Background: an optimization exercise with open tools, aiming at small area and a short achievable clock period. Do not read the settings as production practice. Where RTL was checked, it was by simulation tests only, not by an equivalence proof against the original. Power figures rest on the tool's default switching activity, not on a simulated workload.

## the baseline
==> module LDMAC, before the edit <==
module LDMAC(clk,rst,
             load_s1,load_s2,
             load_k,
             load_m,
             din,
             dout,
             dout_valid,
             done);
input            clk,rst;
input            load_s1,load_s2;
output reg       load_k;
output reg       load_m;
input     [63:0] din;
output    [63:0] dout;
output reg       dout_valid;
output reg       done;
localparam [5:0] F12 = 6'd60;
localparam [5:0] F27 = 6'd5;
reg s2A;     
reg xph;     
reg sw;      
reg pf;      
reg pm;      
reg em;      
reg kb;      
reg kl;      
wire X1  = xph & ~s2A;
wire X2  = xph & s2A;
wire P1  = pm & ~s2A;
wire P2  = pm & s2A;
wire P1F = pf & ~s2A;
wire P2F = pf & s2A;
wire KA1 = kl & ~kb & ~s2A;
wire KA2 = kl & ~kb & s2A;
wire KB1 = kb & ~s2A;
wire KB2 = kb & s2A;
wire E1  = em & ~kb & ~s2A;
wire E2  = em & ~kb & s2A;
wire E1F = sw & ~xph & ~pf & ~s2A;
wire E2F = sw & ~xph & ~pf & s2A;
reg [2:0] blok;
wire bu  = (blok == 3'd7);
wire [5:0] rc;
wire t12 = (r == F12);
wire t27 = (r == F27);
wire lfsr_clr = X2 | KA1 | KA2 | P1F | P2F | E1F | E2F;
wire nX1  = ~rst & (P2F | E2F) | rst;
wire nX2  = ~rst & X1;
wire nP1  = ~rst & ((X2 & ~bu) | (P1 & ~t12));
wire nP1F = ~rst & P1 & t12;
wire nP2  = ~rst & (P1F | (P2 & ~t12));
wire nP2F = ~rst & P2 & t12;
wire nKA1 = ~rst & X2 & bu;
wire nKB1 = ~rst & KA1;
wire nE1  = ~rst & (KB1 | (E1 & ~t27));
wire nE1F = ~rst & E1 & t27;
wire nKA2 = ~rst & E1F;
wire nKB2 = ~rst & KA2;
wire nE2  = ~rst & (KB2 | (E2 & ~t27));
wire nE2F = ~rst & E2 & t27;
always @(posedge clk) begin
    s2A <= nX2 | nP2 | nP2F | nKA2 | nKB2 | nE2 | nE2F;
    xph <= nX1 | nX2;
    sw  <= nX1 | nX2 | nP1F | nP2F | nE1F | nE2F;
    pf  <= nP1F | nP2F;
    pm  <= nP1 | nP2;
    em  <= nKB1 | nKB2 | nE1 | nE2;
    kb  <= nKB1 | nKB2;
    kl  <= nKA1 | nKB1 | nKA2 | nKB2;
end
always @(posedge clk) begin
    dout_valid <= ~rst & (E1 | E2) & t27;
    done       <= ~rst & E2 & t27;
    load_k     <= ~rst & ((X2 & bu) | KA1 | E1F | KA2);
    load_m     <= X2;
    blok       <= rst ? 3'd0 : blok + {2'd0, X2};
end
reg [5:0] r;
assign rc = {r[4:0], ~(r[5] ^ r[4])};
always @(posedge clk) begin
    r <= lfsr_clr ? 6'd0 : rc;
end
reg  [127:0] k;
wire [127:0] kuo;
assign kuo = {k[17:16], k[31:18], k[11:0], k[15:12], k[127:32]};
always @(posedge clk) begin
    if (kl) k[63:0] <= din;
    else    k[63:0] <= kuo[63:0];
    if (kb) k[127:64] <= k[63:0];
    else    k[127:64] <= kuo[127:64];
end
wire [31:0] kw  = kb ? din[31:0] : k[63:32];
wire [31:0] ck;
assign ck[15:0]  = {16{~em}} | kw[15:0];
assign ck[31:16] = {16{em}} & kw[31:16];
wire sel2 = s2A & ~rst;
wire ldc  = sel2 ? load_s2 : load_s1;              
wire ldo  = sel2 ? load_s1 : load_s2;              
wire nrst = ~rst;
reg  [63:0] A, B;
wire [63:0] a, an, bn, rA, rD;
wire aD = nrst & sw & ldo;                         
wire aB = nrst & sw & ~ldo;                        
wire aR = nrst & (em | pm) & ~ldc;                 
wire aL = nrst & em & ldc;                         
wire aA = ~(aD | aB | aR | aL);                    
wire bA = nrst & sw & (~pf | ldc);                 
wire bR = nrst & pf & ~ldc;                        
wire bD = (rst | ~sw) & ldo;                       
wire bB = (rst | ~sw) & ~ldo;                      
wire [63:0] pA, pD;
genvar i, m;
generate
    for (i = 0; i < 16; i = i + 1) begin : g_sb
        wire [3:0] sa, sd;
        GS sbA(A[4*i+3],   A[4*i+2],   A[4*i+1],   A[4*i],   sa[3], sa[2], sa[1], sa[0]);
        GS sbD(din[4*i+3], din[4*i+2], din[4*i+1], din[4*i], sd[3], sd[2], sd[1], sd[0]);
        for (m = 0; m < 4; m = m + 1) begin : g_pm
            assign pA[4*(4*((m-i+16)%4) + i/4) + m] = sa[m];
            assign pD[4*(4*((m-i+16)%4) + i/4) + m] = sd[m];
        end
    end
endgenerate
wire [63:0] cv;
generate
    for (i = 0; i < 16; i = i + 1) begin : g_cv
        assign cv[4*i]   = ck[i];
        assign cv[4*i+1] = ck[16+i];
        assign cv[4*i+2] = 1'b0;
        assign cv[4*i+3] = (i < 6) ? rc[i] : (i == 15);
    end
endgenerate
assign rA = pA ^ cv;
assign rD = pD ^ cv;
generate
    for (i = 0; i < 64; i = i + 1) begin : g_bit
        Slice sl(A[i], B[i], din[i], rA[i], rD[i],
                 ~ldc, ldc | rst | xph,
                 aD, aB, aR, aL, aA,
                 bD, bB, bR, bA,
                 a[i], an[i], bn[i]);
    end
endgenerate
always @(posedge clk) begin
    A <= an;
    B <= bn;
end
assign dout = A;
endmodule
Settings: LEC_CHECK=0, CAP_MARGIN=20, CORE_MARGIN=2, CORE_UTILIZATION=40, CTS_CLUSTER_DIAMETER=100, CTS_CLUSTER_SIZE=20, SETUP_SLACK_MARGIN=3.0, SLEW_MARGIN=20, SYNTH_HIERARCHICAL=1, TNS_END_PERCENT=0; clock period 5.0 ns.
standard.sh (not shown) runs the stock make flow with config.mk's settings and CLKGATE_MAP_FILE= SYNTH_SCRIPT=/design/flow/synth_recipe.tcl, a recipe that flattens the netlist after the stock synthesis.
==> flow/flow/run.sh <==
#!/bin/bash
set -euo pipefail
export BUFFER_PORTS_ARGS="-buffer_cell sky130_fd_sc_hd__buf_2"
bash standard.sh ABC_LOAD_IN_FF=2 finish > standard_flow.log 2>&1
[inputs] the candidate vs the baseline
-- flow/design.v --
<<< the baseline, line 64
reg kb;      
reg kl;      
wire X1  = xph & ~s2A;
wire X2  = xph & s2A;
>>> the candidate, line 64
reg kb;      
reg kl;      
reg ef;      
reg rp;      
reg sx;      
wire X1  = xph & ~s2A;
wire X2  = xph & s2A;
<<< the baseline, line 76
wire E1  = em & ~kb & ~s2A;
wire E2  = em & ~kb & s2A;
wire E1F = sw & ~xph & ~pf & ~s2A;
wire E2F = sw & ~xph & ~pf & s2A;
reg [2:0] blok;
wire bu  = (blok == 3'd7);
>>> the candidate, line 79
wire E1  = em & ~kb & ~s2A;
wire E2  = em & ~kb & s2A;
wire E1F = ef & ~s2A;
wire E2F = ef & s2A;
reg [2:0] blok;
wire bu  = (blok == 3'd7);
<<< the baseline, line 107
    kb  <= nKB1 | nKB2;
    kl  <= nKA1 | nKB1 | nKA2 | nKB2;
end
always @(posedge clk) begin
>>> the candidate, line 110
    kb  <= nKB1 | nKB2;
    kl  <= nKA1 | nKB1 | nKA2 | nKB2;
    ef  <= nE1F | nE2F;
    rp  <= nP1 | nP2 | nKB1 | nKB2 | nE1 | nE2;
    sx  <= nX1 | nX2 | nE1F | nE2F;
end
always @(posedge clk) begin
<<< the baseline, line 141
wire aD = nrst & sw & ldo;                         
wire aB = nrst & sw & ~ldo;                        
wire aR = nrst & (em | pm) & ~ldc;                 
wire aL = nrst & em & ldc;                         
wire aA = ~(aD | aB | aR | aL);                    
wire bA = nrst & sw & (~pf | ldc);                 
wire bR = nrst & pf & ~ldc;                        
wire bD = (rst | ~sw) & ldo;                       
>>> the candidate, line 147
wire aD = nrst & sw & ldo;                         
wire aB = nrst & sw & ~ldo;                        
wire aR = nrst & rp & ~ldc;                        
wire aL = nrst & em & ldc;                         
wire aA = ~(aD | aB | aR | aL);                    
wire bA = nrst & (sx | (pf & ldc));                 
wire bR = nrst & pf & ~ldc;                        
wire bD = (rst | ~sw) & ldo;                       
- Compared the candidate vs the baseline, and detailed-router iteration count before antenna repair is up in the candidate.
- Biggest cell delay along the critical path delta for the candidate relative to the baseline: 30 ps higher
- Changes observed in the candidate relative to the baseline: via count of the routed design held; simple-gate area share of the yosys netlist essentially unchanged; proportion of power drawn by combinational gates shows a reduction of 13 points; ratio of final minimum period to clock period rose by 0.87 points.
- The candidate vs. the baseline: met1 global-route usage saw a decrease, all-layer global routing usage saw an increase, worst setup slack saw a decrease.
- The setup slack of the worst register-to-register path in the candidate sits 60 ps below the value recorded for the baseline.
- Fmax | the candidate vs the baseline | the candidate slower
For the candidate, only the layout was checked, not whether the RTL still works.

## re-timing with driven ports
In the flow no input, the clock included, has a driving cell. The finished layouts below were timed again as built, in two steps. Step 1 (the two cells are an assumption about what drives the block):
set clk [get_ports {clk}]
set_driving_cell -lib_cell sky130_fd_sc_hd__clkbuf_16 $clk
set_driving_cell -lib_cell sky130_fd_sc_hd__buf_2 [delete_from_list [all_inputs] $clk]
Step 2 adds t to the input delays and takes it off the output delays; t is the mean of the earliest and latest rising clock arrival at the registers after step 1. Input paths then give back, and output paths get back, about the clock's delay inside the block. a / b / c = no drivers / after step 1 / after step 2; a / b = the first two.
run	t (ns)	setup slack, ns	hold WS [ns]	worst setup path after step 2	pins driven straight from the clock port
the baseline	0.552	2.872 / 2.834 / 2.282	0.424 / 0.424 / 0.424	input to register	1
the candidate	0.565	2.828 / 2.804 / 2.271	0.457 / 0.457 / 0.457	input to register	1
After both steps every run listed still meets setup and hold. For the baseline, which loses most, drivers alone change the setup slack by -0.038 ns; drivers and shift together by -0.590 ns.
